From an optimization exercise on the open Yosys and OpenROAD flow, aimed at small area; shortcuts taken in it are not production practice. Function was checked by simulation only, so behaviour that the tests miss may differ from the original. No run shown here takes its clock network from TritonCTS; it comes from the design's own scripts or RTL. No driver is modelled on the clock port, so clock power and skew are understated where the tree is cut down; a real chip needs a root buffer or a tree. Power figures rest on the tool's default switching activity, not on a simulated workload.

==> design.v <==
module uart_debounce
(
	input 	wire 	clk,
	input 	wire 	btn_press,
	output 	reg 	btn_result,
	output 	wire 	rst
);
localparam [17:0] SEED = 18'hf2be;
localparam [17:0] POL  = 18'h2aaaa;
reg  [17:0] cnt_q;
reg         sync1;
reg         sync2;
wire [17:0] s    = cnt_q ^ POL;
wire        diff = sync2 ^ btn_result;
wire        term = (s[16:0] == 17'd0);
assign rst = btn_result | (diff & term);
always @(posedge clk)
begin
	sync1 <= btn_press;
	sync2 <= sync1;
	if (diff && term)
		btn_result <= sync2;
	if (!diff || term)
		cnt_q <= SEED ^ POL;
	else
		cnt_q <= {s[16:0], s[17] ^ s[6]} ^ POL;
end
endmodule
module uart_rx
(
	input 				i_clk,
	input 				i_rst,			 
	input 				i_data_bit,
	output 				o_latch,		 
	output 				o_ferr,			 
	output reg [7:0] 	o_data_byte
);
localparam [3:0] P_STOP = 4'd7, P_H1 = 4'd2, P_H2 = 4'd0, P_IDLE = 4'd5, P_E1 = 4'd4, P_E2 = 4'd6, P_START = 4'd3;
localparam [7:0] CSEED = 8'he5, T116 = 8'ha7, CPOL = 8'haa;
reg  [3:0] phase;
reg  [7:0] cnt_q;
reg        rx_sync1, rx_sync2;
wire [7:0] cnt = cnt_q ^ CPOL;
wire start_fall = rx_sync2 & ~rx_sync1;
wire t116 = (cnt == T116);
wire t233 = (cnt[6:0] == 7'd0);
wire idle = (phase == P_IDLE);
reg [3:0] phase_inc;
always @(*)
	case (phase[2:0])
		3'b000: phase_inc = 4'b1001;
		3'b001: phase_inc = 4'b1011;
		3'b011: phase_inc = 4'b1010;
		3'b010: phase_inc = 4'b1110;
		3'b110: phase_inc = 4'b1111;
		3'b111: phase_inc = 4'b1101;
		3'b101: phase_inc = 4'b1100;
		default: phase_inc = P_STOP;
	endcase
assign o_latch = (phase == P_H1) | (phase == P_E1);
assign o_ferr  = (phase == P_E2);
always @(posedge i_clk)
begin
	if (i_rst) begin
		rx_sync1 <= 1'b1;
		rx_sync2 <= 1'b1;
	end else begin
		rx_sync1 <= i_data_bit;
		rx_sync2 <= rx_sync1;
	end
end
always @(posedge i_clk)
begin
	if (i_rst || idle || t233)
		cnt_q <= CSEED ^ CPOL;
	else
		cnt_q <= {cnt[6:0], cnt[7] ^ (cnt[3] | cnt[4])} ^ CPOL;
end
always @(posedge i_clk)
begin
	if (i_rst)
		phase <= P_IDLE;
	else case (phase)
		P_IDLE:  if (start_fall) phase <= P_START;
		P_START: if (t116 && rx_sync2) phase <= P_IDLE;
		         else if (t233) phase <= 4'd8;
		P_STOP:  if (t116) phase <= rx_sync2 ? P_H1 : P_E1;
		P_H1:    phase <= P_H2;
		P_E1:    phase <= P_E2;
		P_H2, P_E2: phase <= P_IDLE;
		default: if (phase[3] && t233) phase <= phase_inc;
	endcase
end
always @(posedge i_clk)
begin
	if (phase[3] && t116)
		o_data_byte <= {rx_sync2, o_data_byte[7:1]};
end
endmodule
module uart_tx
(
	input		 	i_clk,
	input 			i_rst,			 
	input [7:0] 	data_send,
	input 			tx_valid,
	output 			o_tx
);
localparam [7:0] CSEED = 8'he5, CPOL = 8'haa;
reg  [7:0] cnt_q;
reg  [9:0] frame;
wire [7:0] cnt = cnt_q ^ CPOL;
wire t233  = (cnt[6:0] == 7'd0);
assign o_tx = frame[0];
always @(posedge i_clk)
begin
	if (i_rst)
		cnt_q <= CSEED ^ CPOL;
	else if (tx_valid)
		cnt_q <= 8'h80 ^ CPOL;
	else if (t233)
		cnt_q <= CSEED ^ CPOL;
	else
		cnt_q <= {cnt[6:0], cnt[7] ^ (cnt[3] | cnt[4])} ^ CPOL;
end
always @(posedge i_clk)
begin
	if (i_rst)
		frame <= 10'h3ff;
	else if (tx_valid)
		frame <= {data_send, 2'b01};
	else if (t233)
		frame <= {1'b1, frame[9:1]};
end
endmodule
module uart_top
(
	input 	wire clk,
	input 	wire rst_btn,
	input 	wire BL616_UART_RX,
	output 	wire BL616_UART_TX,
	output 	reg LED0,
	output	reg LED1,
	output 	reg LED2,
	output 	reg LED3,
	output 	wire LED4
);
localparam [20:0] DLY_SEED = 21'h17de1f;	 
localparam [22:0] LED_SEED = 23'h17fac4;	 
localparam [24:0] HB_SEED  = 25'h6145f8;	 
localparam [20:0] DLY_POL  = 21'h0aaaaa;
localparam [22:0] LED_POL  = 23'h2aaaaa;
localparam [24:0] HB_POL   = 25'h0aaaaaa;
wire rst_active, rst;
uart_debounce DEBOUNCE
(
	.clk 		(clk),
	.btn_press 	(rst_btn),
	.btn_result (rst_active),
	.rst        (rst)
);
assign LED4 = ~rst_active;
wire       rx_latch, rx_ferr, tx_valid;
wire [7:0] rx_data;
reg  [7:0] rx_data_latched;
uart_rx RX
(
	.i_clk       (clk),
	.i_rst       (rst),
	.i_data_bit  (BL616_UART_RX),
	.o_latch     (rx_latch),
	.o_ferr      (rx_ferr),
	.o_data_byte (rx_data)
);
uart_tx TX
(
	.i_clk     (clk),
	.i_rst     (rst),
	.data_send (rx_data_latched),
	.tx_valid  (tx_valid),
	.o_tx      (BL616_UART_TX)
);
always @(posedge clk)
	if (rx_latch)
		rx_data_latched <= rx_data;
reg  [20:0] dly_q;
reg  [20:0] dly_n;
wire [20:0] dly      = dly_q ^ DLY_POL;
wire        dly_hi0  = (dly[20:1] == 20'd0);
wire        dly_idle = dly_hi0;
assign      tx_valid = dly_hi0 & dly[0];
always @(*)
begin
	if (rst)
		dly_n = 21'd0;
	else if (rx_latch && dly_idle)
		dly_n = DLY_SEED;
	else if (tx_valid)
		dly_n = 21'd0;
	else
		dly_n = {dly[19:0], dly[20] ^ dly[1]};
end
always @(posedge clk)
	dly_q <= dly_n ^ DLY_POL;
reg  [24:0] hb_q;
reg  [24:0] hb_n;
wire [24:0] hb     = hb_q ^ HB_POL;
wire        hb_end = (hb[23:0] == 24'd0);
always @(*)
begin
	if (rst || hb_end)
		hb_n = HB_SEED;
	else
		hb_n = {hb[23:0], hb[24] ^ hb[2]};
end
always @(posedge clk)
begin
	hb_q <= hb_n ^ HB_POL;
	if (rst)
		LED0 <= 1'b1;
	else if (hb_end)
		LED0 <= ~LED0;
end
reg  [22:0] l1_q, l2_q, l1_n, l2_n;
wire [22:0] l1 = l1_q ^ LED_POL;
wire [22:0] l2 = l2_q ^ LED_POL;
wire l1_low0 = (l1[21:0] == 22'd0);
wire l2_low0 = (l2[21:0] == 22'd0);
wire l1_idle = l1_low0 & ~l1[22];
wire l2_idle = l2_low0 & ~l2[22];
always @(*)
begin
	if (rst)
		l1_n = 23'd0;
	else if (rx_latch)
		l1_n = LED_SEED;
	else
		l1_n = {l1[21:0], (l1[22] ^ l1[4]) & ~l1_low0};
	if (rst)
		l2_n = 23'd0;
	else if (tx_valid)
		l2_n = LED_SEED;
	else
		l2_n = {l2[21:0], (l2[22] ^ l2[4]) & ~l2_low0};
end
always @(posedge clk)
begin
	l1_q <= l1_n ^ LED_POL;
	l2_q <= l2_n ^ LED_POL;
	if (rst) begin
		LED1 <= 1'b1;
		LED2 <= 1'b1;
	end else begin
		if (!rx_latch)
			LED1 <= l1_idle;
		if (!tx_valid)
			LED2 <= l2_idle;
	end
end
always @(posedge clk)
begin
	if (rst)
		LED3 <= 1'b1;
	else if (rx_ferr)
		LED3 <= 1'b0;
end
endmodule
==> flow/run.sh <==
#!/bin/bash
# The standard layout (standard.sh), with these changes:
#  - synthesis is the standard flow's own script (synth_recipe.tcl), but ABC runs once
#    for each area-oriented script flow/abc_*.script instead of ORFS's speed
#    script, and the smallest result is kept (flow/abc_bestof.tcl);
#  - the clock tree is a clkbuf_8 root driving clkbuf_16 leaves (the fewest,
#    from five, whose estimated clock-pin slew stays under 126 ps, over
#    several clusterings of the flip-flops), built by flow/pre_cts.tcl in
#    place of TritonCTS;
#  - port buffers are buf_1.
# Each tool's output goes to the ORFS logs under orfs/logs; make's own output
# goes to flow_make.log.
set -euo pipefail
W=$PWD
{
  echo "set ::ABC_SCRIPTS [list $(ls $W/flow/abc_*.script | tr '\n' ' ')]"
  cat flow/abc_bestof.tcl
  cat synth_recipe.tcl
} > flow_synth.tcl
sed "s#SYNTH_SCRIPT=[^ ]*#SYNTH_SCRIPT=$W/flow_synth.tcl#" standard.sh > flow_standard.sh
export PRE_CTS_TCL=$W/flow/pre_cts.tcl
export BUFFER_PORTS_ARGS="-buffer_cell sky130_fd_sc_hd__buf_1"
bash flow_standard.sh > flow_make.log 2>&1
==> flow/abc_a1.script <==
strash
dch
map -a
mfs2
strash
dch
map -a
topo
dnsize -c
==> flow/abc_bestof.tcl <==
# Runs ABC once per script in ABC_SCRIPTS and keeps the smallest result.
proc abc {args} {
  set i [lsearch -exact $args -script]
  set l [lsearch -exact $args -liberty]
  if {$i < 0 || $l < 0} {
    yosys abc {*}$args
    return
  }
  set lib [lindex $args [expr {$l + 1}]]
  set report $::env(OBJECTS_DIR)/abc_area.txt
  yosys design -save pre_abc
  set best_area 1e18
  set best_script ""
  foreach script $::ABC_SCRIPTS {
    yosys design -load pre_abc
    lset args [expr {$i + 1}] $script
    yosys abc {*}$args
    yosys tee -q -o $report stat -liberty $lib
    set fh [open $report r]
    set text [read $fh]
    close $fh
    regexp {Chip area for module [^:]*:\s*([0-9.]+)} $text -> area
    puts "abc_bestof: $script area $area"
    if {$area < $best_area} {
      set best_area $area
      set best_script $script
      yosys design -save best_abc
    }
  }
  yosys design -load best_abc
  puts "abc_bestof: kept $best_script area $best_area"
}
==> flow/abc_c1.script <==
strash
dch
map -a
mfs2
strash
dch
map -a
mfs2
strash
dch
map -a
topo
dnsize -c
==> flow/abc_c6.script <==
strash
dch
map -a
mfs2 -a
strash
dch
map -a
topo
dnsize -c
==> flow/abc_d3.script <==
strash
dch -f
amap
mfs2 -a
strash
dch -f
amap
topo
==> flow/abc_ds1.script <==
strash
&get -n
&deepsyn -T 20 -S 1
&put
dch -f
amap
mfs2 -a
strash
dch -f
amap
topo
==> flow/abc_ds2.script <==
strash
&get -n
&deepsyn -T 20 -S 2
&put
dch -f
amap
mfs2 -a
strash
dch -f
amap
topo
==> flow/abc_ds3.script <==
strash
&get -n
&deepsyn -T 20 -S 3
&put
dch -f
amap
mfs2 -a
strash
dch -f
amap
topo
==> flow/abc_e1.script <==
strash
&get -n
&deepsyn -T 20
&put
dch -f
amap
mfs2 -a
strash
dch -f
amap
topo
==> flow/pre_cts.tcl <==
# Replaces TritonCTS with a two-level clock tree: the clock port drives one
# root buffer, placed at the centre of the leaves, which drives NLEAF leaf
# buffers, each placed at the centre of a cluster of flip-flops (k-means with
# equal-size clusters on their placed positions) and driving their clock pins. The rest of ORFS's
# CTS step (legalisation, timing repair) runs unchanged after it.
proc manual_clock_tree {nleaf master rootmaster {mode 0} {slack 0}} {
  set block [ord::get_db_block]
  set clknet [$block findNet clk]
  set sinks {}
  foreach it [$clknet getITerms] {
    set inst [$it getInst]
    lassign [$inst getLocation] x y
    set m [$inst getMaster]
    set x [expr {$x + [$m getWidth] / 2}]
    set y [expr {$y + [$m getHeight] / 2}]
    lappend sinks [list $it $x $y]
  }
  set n [llength $sinks]
  puts "manual_cts: $n clock sinks, $nleaf leaf buffers of $master"
  # initial centres: quantiles of the sinks sorted by x, y, x+y or x-y
  set keyed {}
  foreach s $sinks {
    lassign $s it x y
    switch $mode {
      0 { set key $x }
      1 { set key $y }
      2 { set key [expr {$x + $y}] }
      default { set key [expr {$x - $y}] }
    }
    lappend keyed [list $it $x $y $key]
  }
  set sorted [lsort -integer -index 3 $keyed]
  set cx {}
  set cy {}
  for {set k 0} {$k < $nleaf} {incr k} {
    set s [lindex $sorted [expr {int(($k + 0.5) * $n / $nleaf)}]]
    lappend cx [lindex $s 1]
    lappend cy [lindex $s 2]
  }
  # k-means with a capacity of ceil(n / nleaf) + slack sinks per cluster: each pass
  # assigns sinks to the nearest centre with room, closest pairs first.
  set cap [expr {($n + $nleaf - 1) / $nleaf + $slack}]
  for {set iter 0} {$iter < 30} {incr iter} {
    set pairs {}
    set i 0
    foreach s $sinks {
      for {set k 0} {$k < $nleaf} {incr k} {
        set d [expr {abs([lindex $s 1] - [lindex $cx $k]) + abs([lindex $s 2] - [lindex $cy $k])}]
        lappend pairs [list $d $i $k]
      }
      incr i
    }
    set pairs [lsort -integer -index 0 $pairs]
    set asg [lrepeat $n -1]
    set cnt [lrepeat $nleaf 0]
    foreach p $pairs {
      lassign $p d i k
      if {[lindex $asg $i] >= 0 || [lindex $cnt $k] >= $cap} { continue }
      lset asg $i $k
      lset cnt $k [expr {[lindex $cnt $k] + 1}]
    }
    set sx [lrepeat $nleaf 0]
    set sy [lrepeat $nleaf 0]
    foreach s $sinks a $asg {
      lset sx $a [expr {[lindex $sx $a] + [lindex $s 1]}]
      lset sy $a [expr {[lindex $sy $a] + [lindex $s 2]}]
    }
    for {set k 0} {$k < $nleaf} {incr k} {
      if {[lindex $cnt $k] > 0} {
        lset cx $k [expr {[lindex $sx $k] / [lindex $cnt $k]}]
        lset cy $k [expr {[lindex $sy $k] / [lindex $cnt $k]}]
      }
    }
  }
  puts "manual_cts: cluster sizes $cnt"
  set mbuf [[ord::get_db] findMaster $master]
  set rx 0
  set ry 0
  for {set k 0} {$k < $nleaf} {incr k} {
    set rx [expr {$rx + [lindex $cx $k]}]
    set ry [expr {$ry + [lindex $cy $k]}]
  }
  set root [odb::dbInst_create $block [[ord::get_db] findMaster $rootmaster] "clkbuf_root"]
  $root setLocation [expr {$rx / $nleaf}] [expr {$ry / $nleaf}]
  $root setPlacementStatus PLACED
  set rootnet [odb::dbNet_create $block "clknet_root"]
  $rootnet setSigType CLOCK
  [$root findITerm A] connect $clknet
  [$root findITerm X] connect $rootnet
  set leafnets {}
  for {set k 0} {$k < $nleaf} {incr k} {
    set b [odb::dbInst_create $block $mbuf "clkbuf_leaf_$k"]
    $b setLocation [lindex $cx $k] [lindex $cy $k]
    $b setPlacementStatus PLACED
    set net [odb::dbNet_create $block "clknet_leaf_$k"]
    $net setSigType CLOCK
    [$b findITerm A] connect $rootnet
    [$b findITerm X] connect $net
    lappend leafnets $net
  }
  foreach s $sinks a $asg {
    set it [lindex $s 0]
    $it disconnect
    $it connect [lindex $leafnets $a]
  }
  set_propagated_clock [all_clocks]
}

proc remove_manual_clock_tree {nleaf} {
  set block [ord::get_db_block]
  set clknet [$block findNet clk]
  for {set k 0} {$k < $nleaf} {incr k} {
    set net [$block findNet "clknet_leaf_$k"]
    foreach it [$net getITerms] {
      if {[[$it getInst] getName] ne "clkbuf_leaf_$k"} {
        $it disconnect
        $it connect $clknet
      }
    }
    odb::dbInst_destroy [$block findInst "clkbuf_leaf_$k"]
    odb::dbNet_destroy $net
  }
  odb::dbInst_destroy [$block findInst "clkbuf_root"]
  odb::dbNet_destroy [$block findNet "clknet_root"]
}

proc max_clock_pin_slew {} {
  set mx 0
  foreach pin [get_pins -hierarchical */CLK] {
    set s [get_property $pin slew_max]
    if {$s > $mx} { set mx $s }
  }
  return $mx
}

rename clock_tree_synthesis orfs_clock_tree_synthesis
proc clock_tree_synthesis {args} {
  for {set nleaf 5} {$nleaf <= 10} {incr nleaf} {
    set best 1e9
    set best_cfg {0 0}
    foreach mode {0 1 2 3} {
      foreach slack {0 3} {
        manual_clock_tree $nleaf sky130_fd_sc_hd__clkbuf_16 sky130_fd_sc_hd__clkbuf_8 $mode $slack
        estimate_parasitics -placement
        set mx [max_clock_pin_slew]
        puts "manual_cts: $nleaf leaves, order $mode, slack $slack, max clock-pin slew $mx"
        remove_manual_clock_tree $nleaf
        if {$mx < $best} {
          set best $mx
          set best_cfg [list $mode $slack]
        }
      }
    }
    if {$best < 0.126 || $nleaf == 10} {
      lassign $best_cfg mode slack
      manual_clock_tree $nleaf sky130_fd_sc_hd__clkbuf_16 sky130_fd_sc_hd__clkbuf_8 $mode $slack
      estimate_parasitics -placement
      puts "manual_cts: kept $nleaf leaves, order $mode, slack $slack, max clock-pin slew [max_clock_pin_slew]"
      break
    }
  }
}
==> standard.sh <==
#!/bin/bash
# synth_recipe.tcl (not shown) runs the flow's synth.tcl, then flattens the netlist and writes it again
# the make line also repeats each setting of config.mk as NAME=value (left out here)
make -C /OpenROAD-flow-scripts/flow DESIGN_CONFIG=/design/flow/config.mk WORK_HOME=/design/flow/orfs CLKGATE_MAP_FILE= SYNTH_SCRIPT=/design/flow/synth_recipe.tcl "${@:-finish}"
==> config.mk <==
export PLATFORM = sky130hd
export DESIGN_NAME = uart_top
export DESIGN_NICKNAME = uart_top
export VERILOG_FILES = /design/flow/design.v
export SDC_FILE = /design/flow/constraint.sdc
export NUM_CORES = 4
export LEC_CHECK = 0
export CAP_MARGIN = 20
export CORE_MARGIN = 2
export CORE_UTILIZATION = 65
export GPL_TIMING_DRIVEN = 0
export SLEW_MARGIN = 20
==> constraint.sdc <==
create_clock -name core_clock -period 10.0 [get_ports {clk}]
set_input_delay 2.0000 -clock core_clock [delete_from_list [all_inputs] [get_ports {clk}]]
set_output_delay 2.0000 -clock core_clock [all_outputs]
set_load 0.01 [all_outputs]
==> results of run 1 <==
[report_power, final]
part	total (mW)	internal (mW)	switching (mW)
Combinational	0.284	0.118	0.166
Sequential	0.849	0.784	0.0655
Clock	0.272	0.101	0.172
[synthesized netlist by cell type, drive strengths merged, types with 2 or more instances]
master	count
a2111oi	2
a211oi	2
a21oi	23
clkinv	25
dfxtp	148
edfxtp	17
nand2	47
nand3	17
nand4	8
nand4b	5
nor2	70
nor2b	5
nor3	13
nor4	6
o21ai	27
o21bai	9
o221a	5
o22a	3
o22ai	4
or2	3
or3	6
or4	3
[how the worst max path moves through the flow]
stage | endpoint | slack, ns | cells after the start
2_1_floorplan | TX.frame[7] | 5.52 | 11
3_3_place_gp | TX.frame[7] | 3.12 | 12
3_5_place_dp | TX.frame[7] | 5.12 | 13
4_1_cts | TX.frame[7] | 5.08 | 13
5_1_grt | TX.frame[7] | 4.58 | 13
6_report | TX.frame[7] | 5.14 | 13
[final cells by class]
class	count	area, um^2
plain buffers	6	138.9
inverters	25	93.84
flip-flops and latches	165	3473
well taps	99	123.9
repair buffers	9	45.04
fillers	563	2038
multi-input cells	268	1379
[worst max-delay path: cells and delay by family (launching register included)]
| kind | cells | cell delay [ns] |
|---|---|---|
| AO/OA/AOI/OAI | 3 | 0.47 |
| buffers and inverters | 5 | 1.94 |
| AND/OR/NAND/NOR | 5 | 1.87 |
| flip-flops | 1 | 0.43 |
[logic make-up after synthesis]
group           after synthesis
xor+xnor                      1
flops                       165
simple gates                185
compound gates               82
buf+inv                      25
[flip-flops by register name (all words and copies together) (netlist names)]
register,flops
LED3,1
RX.rx_sync2,1
LED1,1
RX.rx_sync1,1
DEBOUNCE.sync1,1
dly_q,21
TX.cnt_q,8
rx_data_latched,8
RX.o_data_byte,8
hb_q,25
LED2,1
DEBOUNCE.btn_result,1
l2_q,23
TX.frame,10
LED0,1
RX.phase,4
RX.cnt_q,8
l1_q,23
DEBOUNCE.cnt_q,18
DEBOUNCE.sync2,1
[routing by layer]
layer | vias to the layer above | routed length (um) | GRT usage
met5 | - | 0 | 0
met4 | 0 | 133 | 0.03030
met3 | 14 | 196 | 0.01328
met2 | 44 | 3569 | 0.3278
met1 | 1520 | 3829 | 0.2618
li1 | 1617 | - | -
==> flow_summary_export.csv, run 1 <==
group,metric,value,unit
outcome,outcome,"complete, no violations",
sta,slew_violations,0,
global_route,antenna_found_initial,0,
sta,setup_viol,0,
setup_path,r2r_start,"DEBOUNCE.btn_result",
global_route,grtUsageTotal,0.1871,
sta,clock_skew,0.01135,ns
setup_path,start_kind,"register",
finish,drive_above_1_share,0.02114,
sta,rsz0062_at_grt,"false",
global_route,grt_pass1_vias,3077,
sta,postLayoutSetupSlackWorst,5.143,ns
setup_path,critPathMaxFanout,23,
finish,fin_cells,572,
setup_path,required,10.24,ns
setup_path,slowest_delay,0.80,ns
hold_path,whs_path_depth,0,
finish,nets,478,
power_and_ir_drop,p_per_area,267.4,nW/um^2
clocking,postCtsSetupBuffers,0,
place,hpwl,5110,um
drt,ant_nets,0,
drt,avgViaCountPerCell,5.586,
floorplan,io_pins,9,
setup_path,critPathKind,"reg2reg",
drt,wl,7728,um
place,io_buffers,8,
floorplan,die_y,91.14,um
sta,fmax,205.9,MHz
place,post-place-ws,5.121,ns
drt,vias,3195,
drt,drc_errors,0,
clocking,clk_pin_slew,0.11,ns
clocking,cts_hold_buffers,0,
synthesis,syn_inst,458,
setup_path,crit_top_cell,"clkinv_1",
place,place.gp.congestion,0.9300,
global_route,grt_first_pass_wirelength,13460,um
synthesis,synth_compound_area_frac,0.1044,
hold_path,min_from,"DEBOUNCE.sync1",
synthesis,yosysSeqAreaShare,0.7037,
synthesis,ys.flop_type,"dfxtp_1",
place,place_area,5115,um^2
power_and_ir_drop,ir_drop,135.6,uV
synthesis,yosysTopAreaCellShare,0.6003,
finish,num_antenna_cells,0,
sta,finalSetupTns,0,ns
synthesis,syn-cell-area,4936,um^2
sta,period_minus_slack,4.857,ns
synthesis,async_reset_ff_frac,0,
drt,wl_per_cell,13.51,um
setup_path,timing.critical_path.slowest_stage_cell,"nor2_2",
setup_path,arrival,5.10,ns
synthesis,synth_edf_count,17,
setup_path,critical_path.endpoint_type,"register",
place,dp.cells,566,
floorplan,core,7292,um^2
sta,post-route-period-util,0.4857,
finish,fin_area,5254,um^2
run,cap_violations,0,
hold_path,hold_class,"reg2reg",
floorplan,die_area,8307,um^2
synthesis,ys_top_cells_by_area,"dfxtp_1 60%, edfxtp_1 10%, nor2_1 5.3%, nand2_1 3.6%, o21ai_0 2.7%",
global_route,grt_max_degree,34,
drt,dr.pass1.iters,4,
synthesis,synthSimpleGateAreaFrac,0.1711,
floorplan,rows,31,
finish,layout_common_cells,"148 x dfxtp_1, 68 x nor2_1, 47 x nand2_1",
sta,holdWs,0.3390,ns
floorplan,fp.dieW,91.14,um
synthesis,synth-seq-cells,165,
setup_path,cp-startpoint,"DEBOUNCE.btn_result",
synthesis,yosys.area.top_type,"dfxtp_1",
power_and_ir_drop,p_leak,1.967,nW
synthesis,synthAdderAreaFrac,0,
sta,worst_pin_slew,1.009,ns
finish,fin_util,0.7205,
synthesis,synth_top_family_by_area,"simple AND/OR/NAND/NOR gates",
clocking,clkLatencyLatePin,0.39,ns
sta,hold_violations,0,
synthesis,muxShareOfSynthArea,0,
finish,final_common_cell,"dfxtp_1",
floorplan,start_util,0.6769,
hold_path,min_to,"DEBOUNCE.sync2",
global_route,gr-total-overflow,0,
synthesis,synth_xor_area_frac,0.001774,
synthesis,synth_nets,461,
setup_path,rr_worst_depth,13,
synthesis,syn_avg_cell_area,10.78,um^2
drt,drt_iter0_markers,161,
clocking,ctsResizeCount,0,
setup_path,crit_path_cell_trace,"clkinv_1 > nor2_1 > a21oi_1 > nor2_1 > nor2_2 > buf_8 > clkinv_1 > nor2_2 > clkinv_1 > nor2_1 > clkinv_1 > o22ai_1 > a31oi_1",
finish,syn_to_final_growth,6.439,%
power_and_ir_drop,finalPower,1.405,mW
synthesis,ys_types,32,
sta,slew_headroom,0.3249,
synthesis,ys_warn_count,4,
setup_path,r2r_end,"TX.frame[7]",
setup_path,r2r_setup_slack,5.14,ns
==> run 2: changes to the inputs <==
==> flow/abc_dj500_0.script (new file) <==
strash
&get -n
&deepsyn -I 1 -J 500 -S 0 -T 900
&put
dch -f
amap
mfs2 -a
strash
dch -f
amap
topo
==> flow/abc_dj500_1.script (new file) <==
strash
&get -n
&deepsyn -I 1 -J 500 -S 1 -T 900
&put
dch -f
amap
mfs2 -a
strash
dch -f
amap
topo
==> flow/abc_dj50_0.script (new file) <==
strash
&get -n
&deepsyn -I 1 -J 50 -S 0 -T 300
&put
dch -f
amap
mfs2 -a
strash
dch -f
amap
topo
==> flow/abc_dj50_2.script (new file) <==
strash
&get -n
&deepsyn -I 1 -J 50 -S 2 -T 300
&put
dch -f
amap
mfs2 -a
strash
dch -f
amap
topo
removed: flow/abc_ds1.script
removed: flow/abc_ds2.script
removed: flow/abc_ds3.script
removed: flow/abc_e1.script
==> run 2 against run 1 <==
  * Cell count unchanged
  * Synthesized cell count is the same
  * Sequential share of layout area stayed put
  * Highest routed layer unchanged
  * Via count unchanged
  * Still clean on timing, DRC and antenna
  * Worst hold slack is the same
  * Sequential cell count unchanged
==> flow_summary_export.csv, run 2 <==
group,metric,value,unit
synthesis,synth_nets,461,
floorplan,start_util,0.6769,
global_route,grt_first_pass_wirelength,13460,um
synthesis,synthTopCellsByCount,"148 x dfxtp_1, 70 x nor2_1, 47 x nand2_1",
setup_path,critPathMaxFanout,23,
synthesis,syn_inst,458,
sta,worst_pin_slew,1.009,ns
synthesis,synth-seq-cells,165,
setup_path,critical_path.endpoint_type,"register",
global_route,gr-total-overflow,0,
synthesis,async_reset_ff_frac,0,
synthesis,ys_top_cells_by_area,"dfxtp_1 60%, edfxtp_1 10%, nor2_1 5.3%, nand2_1 3.6%, o21ai_0 2.7%",
synthesis,ys_warn_count,4,
global_route,antenna_found_initial,0,
setup_path,cp.depth,13,
drt,drt_iter0_markers,161,
sta,post-route-period-util,0.4857,
place,io_buffers,8,
power_and_ir_drop,p_leak,1.967,nW
setup_path,arrival,5.10,ns
sta,finalSetupTns,0,ns
setup_path,rr_worst_depth,13,
hold_path,min_from,"DEBOUNCE.sync1",
power_and_ir_drop,ir_drop,135.6,uV
setup_path,r2r_setup_slack,5.14,ns
setup_path,crit_family,"buffers and inverters",
drt,ant_nets,0,
drt,avgViaCountPerCell,5.586,
finish,regMostFlops,"hb_q",
drt,wl,7728,um
finish,fin_util,0.7205,
hold_path,hold_class,"reg2reg",
drt,drc_errors,0,
finish,drive_above_1_share,0.02114,
sta,hold_violations,0,
sta,fmax,205.9,MHz
finish,layout_common_cells,"148 x dfxtp_1, 68 x nor2_1, 47 x nand2_1",
sta,period_minus_slack,4.857,ns
drt,dr.pass1.iters,4,
power_and_ir_drop,finalPower,1.405,mW
setup_path,crit_top_cell,"clkinv_1",
global_route,grtUsageTotal,0.1871,
clocking,clkLatencyLatePin,0.39,ns
floorplan,fp.dieW,91.14,um
clocking,ctsResizeCount,0,
power_and_ir_drop,p_per_area,267.4,nW/um^2
hold_path,min_to,"DEBOUNCE.sync2",
finish,final_common_cell,"dfxtp_1",
place,place.gp.congestion,0.9300,
finish,reg.largest.list,"hb_q x25, l1_q x23, l2_q x23",
sta,clock_skew,0.01135,ns
drt,wl_per_cell,13.51,um
clocking,clk_pin_slew,0.11,ns
floorplan,rows,31,
synthesis,ys_types,32,
setup_path,slowest_delay,0.80,ns
sta,slew_headroom,0.3249,
setup_path,worst-path-buf-inv,5,
outcome,outcome,"complete, no violations",
setup_path,timing.critical_path.slowest_stage_cell,"nor2_2",
setup_path,critPathKind,"reg2reg",
synthesis,yosysMostFrequentCell,"dfxtp_1",
sta,setup_viol,0,
synthesis,ys.flop_type,"dfxtp_1",
finish,n_fill_cell,563,
setup_path,start_kind,"register",
sta,slew_violations,0,
synthesis,yosysSeqAreaShare,0.7037,
sta,rsz0062_at_grt,"false",
finish,largest_reg_flops,25,
setup_path,required,10.24,ns
setup_path,crit_path_cell_trace,"clkinv_1 > nor2_1 > a21oi_1 > nor2_1 > nor2_2 > buf_8 > clkinv_1 > nor2_2 > clkinv_1 > nor2_1 > clkinv_1 > o22ai_1 > a31oi_1",
floorplan,die_y,91.14,um
synthesis,yosysTopAreaCellShare,0.6003,
run,cap_violations,0,
floorplan,core,7292,um^2
finish,nets,478,
synthesis,synth_edf_count,17,
synthesis,syn-cell-area,4936,um^2
drt,vias,3195,
synthesis,yosys.area.top_type,"dfxtp_1",
setup_path,r2r_end,"TX.frame[7]",
global_route,grt_pass1_vias,3077,
hold_path,whs_path_depth,0,
finish,syn_to_final_growth,6.439,%
floorplan,die_area,8307,um^2
floorplan,io_pins,9,
setup_path,r2r_start,"DEBOUNCE.btn_result",
clocking,cts_hold_buffers,0,
synthesis,syn_avg_cell_area,10.78,um^2
finish,num_antenna_cells,0,
setup_path,cp-startpoint,"DEBOUNCE.btn_result",
global_route,grt_max_degree,34,
place,hpwl,5110,um
clocking,postCtsSetupBuffers,0,
-- run 2: cell type report --
| class | instances | area, um^2 | area share |
|---|---|---|---|
| Sequential cell | 165 | 3473 | 0.6611 |
| Tap cell | 99 | 123.9 | 0.02358 |
| Buffer | 6 | 138.9 | 0.02643 |
| Timing Repair Buffer | 9 | 45.04 | 0.008573 |
| Multi-Input combinational cell | 268 | 1379 | 0.2624 |
| Inverter | 25 | 93.84 | 0.01786 |
-- run 2: kinds of logic after synthesis --
family / Yosys count / synth area share
simple gates: 185 / 0.1711
flops: 165 / 0.7037
compound gates: 82 / 0.1044
buf+inv: 25 / 0.01901
xor+xnor: 1 / 0.001775
-- run 2: worst register-to-register path: stages, from the launching register on --
cell and delay (ns):
edfxtp_1 0.43, clkinv_1 0.09, nor2_1 0.04, a21oi_1 0.16, nor2_1 0.09, nor2_2 0.44
buf_8 0.24, clkinv_1 0.52, nor2_2 0.80, clkinv_1 0.75, nor2_1 0.50, clkinv_1 0.35
o22ai_1 0.25, a31oi_1 0.06
-- run 2: worst max path at each step --
stage / slack [ns] / end
after detailed placement: 5.12 / TX.frame[7]
after global placement: 3.12 / TX.frame[7]
after CTS: 5.08 / TX.frame[7]
final: 5.14 / TX.frame[7]
after floorplan: 5.52 / TX.frame[7]
after global routing: 4.58 / TX.frame[7]
-- run 2: per-layer routing --
layer	wire [um]	vias to the layer above	GRT usage
met1	3829	1520	0.2618
met3	196	14	0.01328
met2	3569	44	0.3278
li1	-	1617	-
met4	133	0	0.03030
met5	0	-	0
-- run 2: where the power goes --
part           internal, mW  switching [mW]
Sequential            0.784          0.0655
Clock                 0.101           0.172
Combinational         0.118           0.166
-- run 2: per-stage QoR --
step | cells | worst slack, ns | area (um^2) | hold slack [ns]
global placement | 565 | 3.118 | 5090 | 0.3105
detailed placement | 566 | 5.121 | 5115 | 0.3147
floorplan | 458 | 5.520 | 4936 | 0.3096
CTS | 572 | 5.084 | 5254 | 0.3412
finish | 572 | 5.143 | 5254 | 0.3390
global route | 572 | 4.578 | 5254 | 0.3523
==> run 3: changes to the inputs <==
==> flow/abc_dj20_1.script (new file) <==
strash
&get -n
&deepsyn -I 1 -J 20 -S 1 -T 900
&put
dch -f
amap
mfs2 -a
strash
dch -f
amap
topo
==> flow/abc_dj20_4.script (new file) <==
strash
&get -n
&deepsyn -I 1 -J 20 -S 4 -T 900
&put
dch -f
amap
mfs2 -a
strash
dch -f
amap
topo
==> run 3 against run 2 <==
  * Clock power up 1%
  * Wire length up 0.34%
  * Sequential power down 3.4%
  * Design area down 0.45%
  * Synthesized area down 0.25%
  * Largest power group unchanged
  * Combinational power down 14%
  * Global-route usage up 0.50 points
==> flow_summary_export.csv, run 3 <==
group,metric,value,unit
hold_path,hold_class,"reg2reg",
synthesis,synthAdderAreaFrac,0,
sta,clock_skew,0.02531,ns
setup_path,slowest_delay,0.80,ns
synthesis,ys.flop_type,"dfxtp_1",
synthesis,synth-seq-cells,165,
synthesis,synth_edf_count,17,
finish,regMostFlops,"hb_q",
finish,drive_above_1_share,0.01856,
finish,fin_area,5230,um^2
setup_path,required,10.28,ns
sta,period_minus_slack,4.116,ns
finish,nets,490,
power_and_ir_drop,ir_drop,145.8,uV
place,place.gp.congestion,0.9024,
synthesis,yosysSeqAreaShare,0.7055,
setup_path,timing.critical_path.slowest_stage_cell,"nor2_2",
setup_path,start_kind,"register",
finish,num_antenna_cells,0,
floorplan,start_util,0.6752,
power_and_ir_drop,power_frac_comb,0.182,
synthesis,ys_top_cells_by_area,"dfxtp_1 60%, edfxtp_1 10%, nor2_1 6.8%, nand2_1 3.8%, a21oi_1 2.9%",
drt,dr.pass1.iters,4,
sta,slew_headroom,0.3752,
synthesis,yosysMostFrequentCell,"dfxtp_1",
place,place_area,5089,um^2
clocking,clkLatencyLatePin,0.40,ns
power_and_ir_drop,p_leak,1.971,nW
global_route,grt_first_pass_wirelength,13700,um
synthesis,synth_nets,474,
synthesis,yosys.area.top_type,"dfxtp_1",
setup_path,critical_path.endpoint_type,"register",
floorplan,die_y,91.03,um
finish,layout_common_cells,"148 x dfxtp_1, 87 x nor2_1, 50 x nand2_1",
setup_path,critPathKind,"reg2reg",
synthesis,synthSimpleGateAreaFrac,0.1865,
global_route,grt_max_degree,34,
synthesis,synth_xor_area_frac,0.001779,
sta,slew_violations,0,
power_and_ir_drop,clkPwrFrac,0.206,
finish,final_common_cell,"dfxtp_1",
synthesis,yosysTopAreaCellShare,0.6018,
clocking,clk_pin_slew,0.11,ns
sta,setup_viol,0,
sta,postLayoutSetupSlackWorst,5.884,ns
sta,rsz0062_at_grt,"false",
sta,hold_violations,0,
sta,worst_pin_slew,0.9337,ns
power_and_ir_drop,switchingPower,0.3709,mW
global_route,grtUsageTotal,0.1921,
setup_path,critPathMaxFanout,30,
global_route,gr-total-overflow,0,
drt,drt_iter0_markers,82,
outcome,outcome,"complete, no violations",
clocking,postCtsSetupBuffers,0,
floorplan,die_area,8286,um^2
finish,syn_to_final_growth,6.226,%
drt,wl_per_cell,13.28,um
synthesis,ys_warn_count,4,
power_and_ir_drop,sw_frac_of_total,0.2769,
drt,wl,7754,um
place,post-place-ws,5.474,ns
drt,avgViaCountPerCell,5.599,
finish,reg.largest.list,"hb_q x25, l1_q x23, l2_q x23",
floorplan,fp.dieW,91.03,um
setup_path,arrival,4.40,ns
floorplan,io_pins,9,
synthesis,syn_inst,471,
finish,largest_reg_flops,25,
clocking,ctsResizeCount,0,
synthesis,async_reset_ff_frac,0,
clocking,cts_hold_buffers,0,
synthesis,muxShareOfSynthArea,0,
drt,vias,3270,
floorplan,rows,31,
setup_path,crit_path_cell_trace,"clkinv_1 > nor2_1 > a21oi_1 > nor2_1 > nor2_4 > clkinv_1 > nor2_2 > clkinv_1 > a2111oi_0",
synthesis,syn_avg_cell_area,10.45,um^2
synthesis,synth_compound_area_frac,0.08869,
global_route,antenna_found_initial,0,
synthesis,ys_types,29,
run,cap_violations,0,
floorplan,core,7292,um^2
synthesis,synth_top_family_by_area,"simple AND/OR/NAND/NOR gates",
drt,ant_nets,0,
sta,fmax,242.9,MHz
power_and_ir_drop,power_frac_seq,0.612,
setup_path,crit_top_cell,"clkinv_1",
place,hpwl,5088,um
sta,post-route-period-util,0.4116,
synthesis,synthTopCellsByCount,"148 x dfxtp_1, 89 x nor2_1, 50 x nand2_1",
place,io_buffers,8,
power_and_ir_drop,p_per_area,256.1,nW/um^2
synthesis,syn-cell-area,4923,um^2
drt,drc_errors,0,
global_route,grt_pass1_vias,3162,
sta,finalSetupTns,0,ns
power_and_ir_drop,internal_power,0.9687,mW
## run 3: cell types whose count changed after synthesis, moves of 3 or more
cell	delta
nor2_1	+19
o21bai_1	-9
nor3_1	+7
a21oi_1	+6
o221a_1	-5
or3_1	-4
nand2_1	+3
or4_1	+3
## run 3: power groups by stage
stage	Combinational (mW)	Sequential [mW]	Clock, mW
after global placement	0.235	0.832	0
final	0.244	0.820	0.276
after detailed placement	0.242	0.833	0
after CTS	0.244	0.819	0.284
after global routing	0.282	0.832	0.306
after floorplan	0.192	0.821	0
## run 3: worst max-delay path, delay by kind of cell, from the launching register on
kind	cells	cell delay (ns)
simple gates	4	1.49
buf+inv	3	1.46
flops	1	0.45
compound gates	2	0.61
## run 3: layout make-up
cell class                 count  area (um^2)
sequential                   165         3473
timing repair buffer           8        30.03
inverter                      23        86.33
tap                           99        123.9
fill                         560         2062
buffer                         6        138.9
multi-input combinational    283         1378
## run 3: final timing paths
kind                       start              to  slack, ns  depth (start not counted)
max          DEBOUNCE.btn_result         l2_q[0]       5.88                          9
min               DEBOUNCE.sync1  DEBOUNCE.sync2       0.34                          0
max reg2reg  DEBOUNCE.btn_result         l2_q[0]       5.88                          9
min reg2reg       DEBOUNCE.sync1  DEBOUNCE.sync2       0.34                          0
## run 3: through the flow
step / instances / total power [mW] / utilization / hold slack [ns]
2_1_floorplan: 471 / 1.013 / - / 0.3096
3_3_place_gp: 578 / 1.068 / 0.6963 / 0.3162
3_5_place_dp: 578 / 1.075 / 0.6978 / 0.3189
4_1_cts: 584 / 1.348 / 0.7169 / 0.3451
5_1_grt: 584 / 1.420 / 0.7172 / 0.3619
6_report: 584 / 1.340 / 0.7172 / 0.3434
## run 3: metal layers
| layer | share of wire | wire length, um | vias to the layer above | global-route usage |
|---|---|---|---|---|
| met4 | 0.016 | 127 | 0 | 0.03409 |
| met5 | 0 | 0 | - | 0 |
| met1 | 0.48 | 3742 | 1570 | 0.2642 |
| met3 | 0.027 | 209 | 13 | 0.01743 |
| met2 | 0.47 | 3674 | 42 | 0.3377 |
| li1 | - | - | 1645 | - |
## run 3: kinds of logic (layout without fill, tap and decap cells)
logic type | Yosys count | after routing
buf+inv | 23 | 37
simple gates | 207 | 207
compound gates | 75 | 75
xor+xnor | 1 | 1
flops | 165 | 165

-- re-timing with driven ports --
In the flow no input, the clock included, has a driving cell. The finished layouts below were timed again as built, in two steps. Step 1 sets driving cells, clkbuf_16 on the clock port and buf_2 on the other inputs (assumed; they add their load-dependent delay and slew). Step 2 moves the port delays by t, midway between the first and last clock arrival at a register: inputs arrive t later, outputs are due t later. That takes back most of the time a late clock gives input paths. Three values: no drivers, after step 1, after step 2; two values: the first two.
| run | shift t [ns] | slack for setup (ns) | hold slack, ns | worst setup path at the end | pins driven straight from the clock port |
|---|---|---|---|---|---|
| run 1 | 0.410 | 5.143 / 5.143 / 5.143 | 0.339 / 0.339 / 0.339 | register to register | 1 |
| run 2 | 0.410 | 5.143 / 5.143 / 5.143 | 0.339 / 0.339 / 0.339 | register to register | 1 |
| run 3 | 0.422 | 5.884 / 5.884 / 5.884 | 0.343 / 0.343 / 0.343 | register to register | 1 |
After both steps setup and hold are still met in every run listed.
